Source: an optimization exercise on an open RTL-to-GDS flow (aim: small area, a short achievable clock period and few clock cycles per item). Production flows keep margins and buffers that such runs may drop.
In this exercise RTL edits were held to simulation tests only and were not proved equivalent to the original.
Power is estimated from default activity; no workload was simulated.

$ cat run.sh
#!/bin/bash
# synth_recipe.tcl (not shown) runs the flow's synth.tcl, then flattens the netlist and writes it again
# the make line also repeats each setting of config.mk as NAME=value (left out here)
make -C /OpenROAD-flow-scripts/flow DESIGN_CONFIG=/design/flow/config.mk WORK_HOME=/design/flow/orfs CLKGATE_MAP_FILE= SYNTH_SCRIPT=/design/flow/synth_recipe.tcl finish
$ cat config.mk
export PLATFORM = sky130hd
export DESIGN_NAME = chacha20_poly1305_core
export DESIGN_NICKNAME = chacha20_poly1305_core
export VERILOG_FILES = /design/flow/design.v
export SDC_FILE = /design/flow/constraint.sdc
export NUM_CORES = 8
export LEC_CHECK = 0
export CAP_MARGIN = 35
export CORE_MARGIN = 2
export CORE_UTILIZATION = 40
export SLEW_MARGIN = 35
$ cat constraint.sdc
create_clock -name core_clock -period 22.0 [get_ports {clk}]
set_input_delay 4.4000 -clock core_clock [delete_from_list [all_inputs] [get_ports {clk}]]
set_output_delay 4.4000 -clock core_clock [all_outputs]
set_load 0.01 [all_outputs]
$ cat design.v
`timescale 1ns/1ps
module chacha_block(
    input  wire        clk,
    input  wire        rst_n,
    input  wire        start,         
    input  wire [511:0] state_in,
    output reg  [511:0] state_out,
    output reg         done           
);
    reg [31:0] w0,w1,w2,w3,w4,w5,w6,w7,w8,w9,w10,w11,w12,w13,w14,w15;
    reg [31:0] w_orig0,w_orig1,w_orig2,w_orig3,w_orig4,w_orig5,w_orig6,w_orig7;
    reg [31:0] w_orig8,w_orig9,w_orig10,w_orig11,w_orig12,w_orig13,w_orig14,w_orig15;
    reg [4:0] round_cnt;  
    reg running;
    integer r;
    function [127:0] qr_func;
        input [31:0] a_in, b_in, c_in, d_in;
        reg [31:0] a1,b1,c1,d1;
        reg [31:0] a2,b2,c2,d2;
    begin
        a1 = a_in + b_in;
        d1 = ((d_in ^ a1) << 16) | ((d_in ^ a1) >> 16);
        c1 = c_in + d1;
        b1 = ((b_in ^ c1) << 12) | ((b_in ^ c1) >> 20);
        a2 = a1 + b1;
        d2 = ((d1 ^ a2) << 8) | ((d1 ^ a2) >> 24);
        c2 = c1 + d2;
        b2 = ((b1 ^ c2) << 7) | ((b1 ^ c2) >> 25);
        qr_func = {a2, b2, c2, d2};
    end
    endfunction
    reg [31:0] na0, na1, na2, na3, na4, na5, na6, na7, na8, na9, na10, na11, na12, na13, na14, na15;
    always @(posedge clk or negedge rst_n) begin
        if(!rst_n) begin
            state_out <= 512'h0;
            done <= 1'b0;
            running <= 1'b0;
            round_cnt <= 5'd0;
            w0<=0;w1<=0;w2<=0;w3<=0;w4<=0;w5<=0;w6<=0;w7<=0;
            w8<=0;w9<=0;w10<=0;w11<=0;w12<=0;w13<=0;w14<=0;w15<=0;
            w_orig0<=0; w_orig1<=0; w_orig2<=0; w_orig3<=0;
            w_orig4<=0; w_orig5<=0; w_orig6<=0; w_orig7<=0;
            w_orig8<=0; w_orig9<=0; w_orig10<=0; w_orig11<=0;
            w_orig12<=0; w_orig13<=0; w_orig14<=0; w_orig15<=0;
        end else begin
            done <= 1'b0;
            if(start && !running) begin
                w0  <= state_in[511:480]; w1  <= state_in[479:448];
                w2  <= state_in[447:416]; w3  <= state_in[415:384];
                w4  <= state_in[383:352]; w5  <= state_in[351:320];
                w6  <= state_in[319:288]; w7  <= state_in[287:256];
                w8  <= state_in[255:224]; w9  <= state_in[223:192];
                w10 <= state_in[191:160]; w11 <= state_in[159:128];
                w12 <= state_in[127:96];  w13 <= state_in[95:64];
                w14 <= state_in[63:32];   w15 <= state_in[31:0];
                w_orig0  <= state_in[511:480]; w_orig1  <= state_in[479:448];
                w_orig2  <= state_in[447:416]; w_orig3  <= state_in[415:384];
                w_orig4  <= state_in[383:352]; w_orig5  <= state_in[351:320];
                w_orig6  <= state_in[319:288]; w_orig7  <= state_in[287:256];
                w_orig8  <= state_in[255:224]; w_orig9  <= state_in[223:192];
                w_orig10 <= state_in[191:160]; w_orig11 <= state_in[159:128];
                w_orig12 <= state_in[127:96];  w_orig13 <= state_in[95:64];
                w_orig14 <= state_in[63:32];   w_orig15 <= state_in[31:0];
                round_cnt <= 5'd0;
                running <= 1'b1;
            end else if(running) begin
                if(round_cnt[0] == 1'b0) begin
                    {na0, na4, na8, na12} = qr_func(w0, w4, w8, w12);
                    {na1, na5, na9, na13} = qr_func(w1, w5, w9, w13);
                    {na2, na6, na10, na14} = qr_func(w2, w6, w10, w14);
                    {na3, na7, na11, na15} = qr_func(w3, w7, w11, w15);
                end else begin
                    {na0, na5, na10, na15} = qr_func(w0, w5, w10, w15);
                    {na1, na6, na11, na12} = qr_func(w1, w6, w11, w12);
                    {na2, na7, na8, na13}  = qr_func(w2, w7, w8,  w13);
                    {na3, na4, na9, na14}  = qr_func(w3, w4, w9,  w14);
                end
                w0  <= na0;  w1  <= na1;  w2  <= na2;  w3  <= na3;
                w4  <= na4;  w5  <= na5;  w6  <= na6;  w7  <= na7;
                w8  <= na8;  w9  <= na9;  w10 <= na10; w11 <= na11;
                w12 <= na12; w13 <= na13; w14 <= na14; w15 <= na15;
                if(round_cnt == 5'd19) begin
                    state_out[511:480] <= w_orig0 + na0;
                    state_out[479:448] <= w_orig1 + na1;
                    state_out[447:416] <= w_orig2 + na2;
                    state_out[415:384] <= w_orig3 + na3;
                    state_out[383:352] <= w_orig4 + na4;
                    state_out[351:320] <= w_orig5 + na5;
                    state_out[319:288] <= w_orig6 + na6;
                    state_out[287:256] <= w_orig7 + na7;
                    state_out[255:224] <= w_orig8 + na8;
                    state_out[223:192] <= w_orig9 + na9;
                    state_out[191:160] <= w_orig10 + na10;
                    state_out[159:128] <= w_orig11 + na11;
                    state_out[127:96]  <= w_orig12 + na12;
                    state_out[95:64]   <= w_orig13 + na13;
                    state_out[63:32]   <= w_orig14 + na14;
                    state_out[31:0]    <= w_orig15 + na15;
                    running <= 1'b0;
                    round_cnt <= 5'd0;
                    done <= 1'b1;
                end else begin
                    round_cnt <= round_cnt + 1'b1;
                end
            end
        end
    end
endmodule
`timescale 1ns/1ps
module chacha_core(
    input  wire clk,
    input  wire reset_n,
    input  wire init,
    input  wire next,
    input  wire [255:0] key,
    input  wire [63:0] ctr,
    input  wire [63:0] iv,
    input  wire [511:0] data_in,
    output reg  ready,
    output reg  data_out_valid,
    output reg [511:0] data_out
);
    reg [511:0] state;
    reg request_pending;
    wire [511:0] chacha_out;
    wire block_done;
    reg start_block;
    wire [511:0] init_state = {
        32'h61707865,32'h3320646e,32'h79622d32,32'h6b206574,
        key[255:224], key[223:192], key[191:160], key[159:128],
        key[127:96], key[95:64], key[63:32], key[31:0],
        ctr, iv
    };
    chacha_block BLOCK(
        .clk(clk),
        .rst_n(reset_n),
        .start(start_block),
        .state_in(state),
        .state_out(chacha_out),
        .done(block_done)
    );
    reg pending_start;
    always @(posedge clk or negedge reset_n) begin
        if(!reset_n) begin
            state <= 512'h0;
            ready <= 1'b1;
            data_out_valid <= 1'b0;
            request_pending <= 1'b0;
            data_out <= 512'h0;
            start_block <= 1'b0;
            pending_start <= 1'b0;
        end else begin
            data_out_valid <= 1'b0;
            start_block <= 1'b0;
            if((init || next) && ready) begin
                state <= init_state;
                start_block <= 1'b1;
                pending_start <= 1'b1;
                ready <= 1'b0;
            end else if(pending_start && block_done) begin
                data_out <= data_in ^ chacha_out;
                data_out_valid <= 1'b1;
                pending_start <= 1'b0;
                ready <= 1'b1;
            end
        end
    end
endmodule
`timescale 1ns/1ps
module mult_130x128_limb(
    input  wire clk,
    input  wire reset_n,
    input  wire start,
    input  wire [129:0] a_in,
    input  wire [127:0] b_in,
    output reg [257:0] product_out,
    output reg busy,
    output reg done
);
    reg [257:0] acc;
    reg [257:0] a_shift;
    reg [127:0] b_reg;
    reg [7:0] bit_idx;
    always @(posedge clk or negedge reset_n) begin
        if(!reset_n) begin
            product_out <= 258'b0;
            acc <= 258'b0;
            a_shift <= 258'b0;
            b_reg <= 128'b0;
            bit_idx <= 8'd0;
            busy <= 1'b0;
            done <= 1'b0;
        end else begin
            done <= 1'b0;
            if(start && !busy) begin
                a_shift <= {128'b0, a_in};
                b_reg <= b_in;
                acc <= 258'b0;
                bit_idx <= 8'd0;
                busy <= 1'b1;
            end else if(busy) begin
                if(b_reg[0]) acc <= acc + a_shift;
                a_shift <= a_shift << 1;
                b_reg <= b_reg >> 1;
                bit_idx <= bit_idx + 1'b1;
                if(bit_idx == 127) begin
                    product_out <= b_reg[0] ? acc + a_shift : acc;
                    busy <= 1'b0;
                    done <= 1'b1;
                end
            end
        end
    end
endmodule
`timescale 1ns/1ps
module reduce_mod_poly1305(
    input wire clk,
    input wire reset_n,
    input wire start,
    input wire [257:0] value_in,
    output reg [129:0] value_out,
    output reg busy,
    output reg done
);
    reg [257:0] val_reg;
    reg [129:0] lo;
    reg [127:0] hi;
    reg [131:0] tmp;
    reg [130:0] tmp2;
    localparam [130:0] P1305 = {1'b0, 2'b11, {31{4'hf}}, 4'hb};  
    reg state;
    always @(posedge clk or negedge reset_n) begin
        if(!reset_n) begin
            value_out <= 130'b0;
            busy <= 1'b0;
            done <= 1'b0;
            val_reg <= 258'b0;
            state <= 1'b0;
            lo <= 0;
            hi <= 0;
            tmp <= 0;
        end else begin
            done <= 1'b0;
            if(start && !busy) begin
                busy <= 1'b1;
                val_reg <= value_in;
                state <= 1'b1;
            end else if(busy && state) begin
                lo = val_reg[129:0];
                hi = val_reg[257:130];
                tmp = lo + (hi * 5);
                tmp2 = tmp[129:0] + (tmp[131:130] * 5);
                if(tmp2 >= P1305)
                    value_out <= tmp2 - P1305;
                else
                    value_out <= tmp2[129:0];
                busy <= 1'b0;
                done <= 1'b1;
                state <= 1'b0;
            end
        end
    end
endmodule
`timescale 1ns/1ps
module chacha20_poly1305_core(
    input  wire clk,
    input  wire reset_n,
    input  wire init,
    input  wire encdec,
    input  wire [255:0] key,
    input  wire [95:0] nonce,
    input  wire [511:0] data_in,
    output reg  ready,
    output reg  valid,
    output reg  tag_ok,
    output wire [511:0] data_out,
    output wire [127:0] tag
);
    reg [127:0] r_reg, s_reg;
    reg [129:0] acc_reg;
    wire [511:0] chacha_data_out;
    wire chacha_valid;
    reg chacha_start;
    chacha_core cha_inst(
        .clk(clk),
        .reset_n(reset_n),
        .init(chacha_start),
        .next(1'b0),
        .key(key),
        .ctr({32'h0, nonce[31:0]}),
        .iv(nonce[95:32]),
        .data_in(data_in),
        .ready(),
        .data_out_valid(chacha_valid),
        .data_out(chacha_data_out)
    );
    reg mul_start, red_start;
    reg [129:0] mul_a;
    reg [127:0] mul_b;
    wire [257:0] mul_product;
    wire mul_done;
    wire [129:0] red_out;
    wire red_done;
    mult_130x128_limb mult_inst(
        .clk(clk),
        .reset_n(reset_n),
        .start(mul_start),
        .a_in(mul_a),
        .b_in(mul_b),
        .product_out(mul_product),
        .busy(),
        .done(mul_done)
    );
    reduce_mod_poly1305 red_inst(
        .clk(clk),
        .reset_n(reset_n),
        .start(red_start),
        .value_in(mul_product),
        .value_out(red_out),
        .busy(),
        .done(red_done)
    );
    reg chacha_valid_d;
    wire chacha_valid_rise;
    always @(posedge clk or negedge reset_n) begin
        if(!reset_n)
            chacha_valid_d <= 1'b0;
        else
            chacha_valid_d <= chacha_valid;
    end
    assign chacha_valid_rise = chacha_valid & ~chacha_valid_d;
    parameter IDLE = 3'd0;
    parameter CHACHA = 3'd1;
    parameter MUL = 3'd2;
    parameter RED = 3'd3;
    parameter DONE = 3'd4;
    reg [2:0] state, next_state;
    always @(posedge clk or negedge reset_n) begin
        if(!reset_n)
            state <= IDLE;
        else
            state <= next_state;
    end
    always @(*) begin
        next_state = state;
        case(state)
            IDLE: if(init) next_state = CHACHA;
            CHACHA: if(chacha_valid_rise) next_state = MUL;
            MUL: if(mul_done) next_state = RED;
            RED: if(red_done) next_state = DONE;
            DONE: next_state = IDLE;
        endcase
    end
    always @(posedge clk or negedge reset_n) begin
        if(!reset_n) begin
            ready <= 1'b1;
            valid <= 1'b0;
            tag_ok <= 1'b0;
            chacha_start <= 1'b0;
            mul_start <= 1'b0;
            red_start <= 1'b0;
            r_reg <= 128'b0;
            s_reg <= 128'b0;
            acc_reg <= 130'b0;
            mul_a <= 130'b0;
            mul_b <= 128'b0;
        end else begin
            ready <= 1'b0;
            valid <= 1'b0;
            tag_ok <= 1'b0;
            chacha_start <= 1'b0;
            mul_start <= 1'b0;
            red_start <= 1'b0;
            case(state)
                IDLE: begin
                    ready <= 1'b1;
                    if(init) chacha_start <= 1'b1;
                end
                CHACHA: if(chacha_valid_rise) begin
                    r_reg <= chacha_data_out[127:0];
                    s_reg <= chacha_data_out[255:128];
                    mul_a <= {2'b0, acc_reg} + {2'b0, data_in[127:0]};
                    mul_b <= chacha_data_out[127:0];
                    mul_start <= 1'b1;
                end
                MUL: if(mul_done) red_start <= 1'b1;
                RED: ;
                DONE: begin
                    acc_reg <= red_out;
                    valid <= 1'b1;
                    tag_ok <= 1'b1;
                    ready <= 1'b1;
                end
            endcase
        end
    end
    assign data_out = chacha_data_out;
    assign tag = acc_reg[127:0] + s_reg;
endmodule
==> summary.md <==
| Metric | Value |
|---|---|
| Status | `finished clean` |
| Initial Util | `0.401` |
| CTS tree | `yes` |
| Via density | `6.02` |
| Final period util | `0.970` |
| Die W | `848 µm` |
| Clock slew at reported path FFs | `0.06 ns` |
| Mapped Cells | `approximately 31000` |
| Post-synth EDFFs | `0` |
| Crit end category | `flip-flop` |
| Syn nets | `between 30000 and 40000` |
| Chip Height | `between 800 and 900 µm` |
| Detailed-route DRC error count | `0` |
| Share of layout cells above drive strength 1 | `0.144` |
| Non-filler cells, final | `44399` |
| Bufs on Longest Clock Path | `4` |
| Setup crit start kind | `flip-flop` |
| Cell mode on critical path | `buf_4` |
| Reg2reg path depth | `110` |
| Ys flop type | `dfrtp_1` |
| Iteration-0 DRC Markers | `29798` |
| Final worst slack | `0.657 ns` |
| Commonest cells post-synth | `4116 x nand2_1, 4078 x dfrtp_1, 2691 x o21ai_0, 2547 x a21oi_1, 2323 x ha_1` |
| Place WS | `-0.603 ns` |
| Worst EP arrival | `22.28 ns` |
| Total CTS buffers | `463` |
| Worst r2r src | `cha_inst.BLOCK.w2[1]` |
| Clock sink total | `4080` |
| Slew margin rel. | `0.240` |
| Post-layout util | `0.486` |
| Die ar. | `about 720000 µm²` |
| Final-report max-slew violation count | `0` |
| GP Congestion | `about 1.2` |
| Post-route ant nets | `0` |
| H-tree lvl count | `5` |
| Largest registers | `cha_inst.BLOCK.state_out x512, cha_inst.data_out x512, cha_inst.state x353` |
| Power Dens Cells | `roughly 48 nW/µm²` |
| # Max-Cap Violations | `0` |
| Seq/Total Area, Yosys | `0.358` |
| Worst hold path class | `reg -> reg` |
| VDD IR max | `0.0803 mV` |
| Reg2reg end | `cha_inst.BLOCK.state_out[287]` |
| First-pass DRT Iterations | `10` |
| Fmax achieved | `46.9 MHz` |
| Drt wl/cell | `roughly 37 µm` |
| I/O Pins | `about 1500` |
| Dpl cells | `between 40000 and 50000` |
| Worst Hold End | `chacha_valid_d` |
| Gr ovfl total | `0` |
| Count of cell types in the netlist | `around 110` |
| Hold_sp | `cha_inst.data_out_valid` |
| Crit-path max FO | `3` |
| Layout net count | `between 30000 and 40000` |
| Synth Register Bits | `about 4100` |
| Vias in the first global route | `roughly 250k` |
| Dpl hpwl | `around 1400000 µm` |
| CTS Hold Bufs | `0` |
| Final setup vio count | `0` |
| Worst reg2reg setup slack | `around 0.66 ns` |
| Final hold vios | `0` |
| Pin count of the biggest net entering global routing | `around 200` |
| Most common cell in the netlist | `nand2_1` |
| CTS root buf | `clkbuf_16` |
| Rows | `310` |
| Top cell type's share of synthesized area | `0.358` |
| Synth-to-layout area growth | `21.4%` |
| Crit path time final | `approximately 21 ns` |
| Post-Synthesis Cell Area | `between 200000 and 300000 µm²` |
| CP max-delay cell | `dfrtp_1` |
| CP required | `between 20 and 25 ns` |
| Avg Cell Area, Syn | `about 9.1 µm²` |
| Fin Clk Skew | `between 0.15 and 0.2 ns` |
| Hold path cells | `0` |
| Wire length of the first global-routing pass | `roughly 2200000 µm` |
| Lkg Pwr | `about 170 nW` |
| Total detailed-routing wirelength | `roughly 1600000 µm` |
| Worst Max-Slew Pin Slew | `between 1 and 1.5 ns` |
| # fillers | `~68000` |
| Yosys top cell by area | `dfrtp_1` |
| CP peak stage delay | `between 0.5 and 0.6 ns` |
| Crit path kind | `reg -> reg` |
| Clock latency on the worst-skew pair | `approximately 1.2 ns` |
| Top cells by area, synth | `dfrtp_1 36%, ha_1 10%, xnor2_1 6.6%, nand2_1 5.4%, mux2_2 5.0%` |
| Ys async rst share | `1.00` |
| Initial antenna violation count | `roughly 390` |
| Vias | `roughly 270k` |
| I/O Buffers | `between 1500 and 2000` |
| Yosys warns | `5` |
| CORE AREA | `around 710000 µm²` |
| All-Layer GR Usage | `0.442` |
==> power breakdown <==
part	switching (mW)	internal, mW
clock	3.59	4.89
sequential	0.0000889	7.50
combinational	0.299	0.200
total	3.89	12.6
==> per-stage QoR <==
stage / hold WS, ns / area, µm² / setup TNS (ns) / power (mW)
2_1_floorplan: 0.355 / 285000 / 0 / 7.73
3_3_place_gp: 0.365 / 325000 / -1.22 / 8.13
3_5_place_dp: 0.369 / 326000 / -1.56 / 8.13
4_1_cts: 0.383 / 343000 / 0 / 16.5
5_1_grt: 0.390 / 346000 / -0.155 / 16.9
6_report: 0.383 / 346000 / 0 / 16.5
==> cells in the final DEF (no fill, tap or decap), types with 249 or more instances in the layout <==
cell type / synthesis / layout
nand4_1: 315 / 315
clkdlybuf4s50_1: 0 / 1507
xor2_1: 1488 / 1376
buf_4: 4 / 2013
nand2b_1: 254 / 253
nand3_1: 482 / 481
dfrtp_1: 4078 / 4044
a21oi_1: 2547 / 2480
nor3_1: 492 / 479
ha_1: 2323 / 2320
o21bai_1: 388 / 388
mux2i_1: 885 / 878
inv_1: 683 / 675
nor2b_1: 251 / 249
xnor2_1: 2150 / 1958
mux2_2: 1275 / 1275
a22o_1: 254 / 254
a21o_1: 801 / 801
clkbuf_16: 0 / 463
o21a_1: 303 / 303
diode_2: 0 / 253
nor2_1: 2021 / 2001
nand2_1: 4116 / 4109
o21ai_0: 2691 / 2628
==> final cells by class <==
type	instances	area [µm²]	area share
multi-input cells	25357	180000	0.519
flip-flops and latches	4080	102000	0.295
repair buffers	3640	32400	0.0937
clock buffers	654	13300	0.0385
well taps	9516	11900	0.0344
clock inverters	211	3200	0.00924
inverters	688	2630	0.00761
diodes	253	633	0.00183
==> worst max path at each step <==
stage	start	end	slack (ns)	cells past startpoint
floorplan	cha_inst.BLOCK.w2[1]	cha_inst.BLOCK.state_out[286]	3.55	95
global placement	cha_inst.BLOCK.w2[1]	cha_inst.BLOCK.state_out[286]	-0.57	108
detailed placement	cha_inst.BLOCK.w2[1]	cha_inst.BLOCK.state_out[286]	-0.60	106
CTS	cha_inst.BLOCK.w6[0]	cha_inst.BLOCK.state_out[318]	0.03	106
global route	cha_inst.BLOCK.w7[1]	cha_inst.BLOCK.state_out[286]	-0.05	110
finish	cha_inst.BLOCK.w2[1]	cha_inst.BLOCK.state_out[287]	0.66	110
==> worst max-delay path: cells and delay by family (launching register included) <==
kind | cells | cell delay, ns
flops | 1 | 0.58
xor+xnor | 10 | 1.85
buf+inv | 18 | 2.88
compound gates | 63 | 12.09
fa+ha+maj | 5 | 1.35
simple gates | 14 | 2.37
==> routing by layer <==
layer | vias up | track usage | wire (µm)
met1 | 133083 | 0.536 | 630000
met4 | 164 | 0.376 | 169000
met5 | - | 0.00615 | 1320
li1 | 117418 | - | -
met2 | 13102 | 0.650 | 694000
met3 | 3663 | 0.123 | 150000
==> repair_timing <==
item / CTS / global route
gates cloned: 0 / 0
gates resized for setup: 17 / 235
setup endpoints to repair: 9 / 165
setup buffers: 2 / 16
pin swaps: 5 / 46
==> logic make-up (layout without fill, tap and decap cells) <==
| family | Yosys count | in the layout | synth area share |
|---|---|---|---|
| and+or+nand+nor | 8793 | 8793 | 0.137 |
| AOI/OAI and AO/OA | 8390 | 8390 | 0.179 |
| DFF | 4080 | 4080 | 0.358 |
| xor gates and xnor gates | 3641 | 3641 | 0.112 |
| adders and majority gates | 2373 | 2373 | 0.106 |
| muxes | 2160 | 2160 | 0.0815 |
| buffers and inverters | 2004 | 5193 | 0.0265 |
| other | 0 | 253 | 0 |
Testbench counts, summed over its fixed seeds: cycles 40,712, items 256.

## afterwards: timing with drivers on the ports
No port has a modelled driver above. Below, the same layout with a new extraction and two added sets of constraints.
Step 1, drivers: a clkbuf_16 drives clk and a buf_2 each remaining input, both assumed.
Step 2 moves the port delays by t, midway between the first and last clock arrival at a register: inputs arrive t later, outputs are due t later. That takes back most of the time a late clock gives input paths.
Three values: ideal ports, drivers, drivers and shift; two values: the first two.
shift t [ns]: 1.306
slack for setup (ns): 0.657 / 0.657 / 0.657
hold slack, ns: 0.383 / 0.383 / 0.383
latest minus earliest clock arrival (ns): 0.151 / 0.150
pins driven straight from the clock port: 1
After both steps this run still meets setup and hold. For this run, drivers alone change the setup slack by 0.000 ns; drivers and shift together by 0.000 ns.
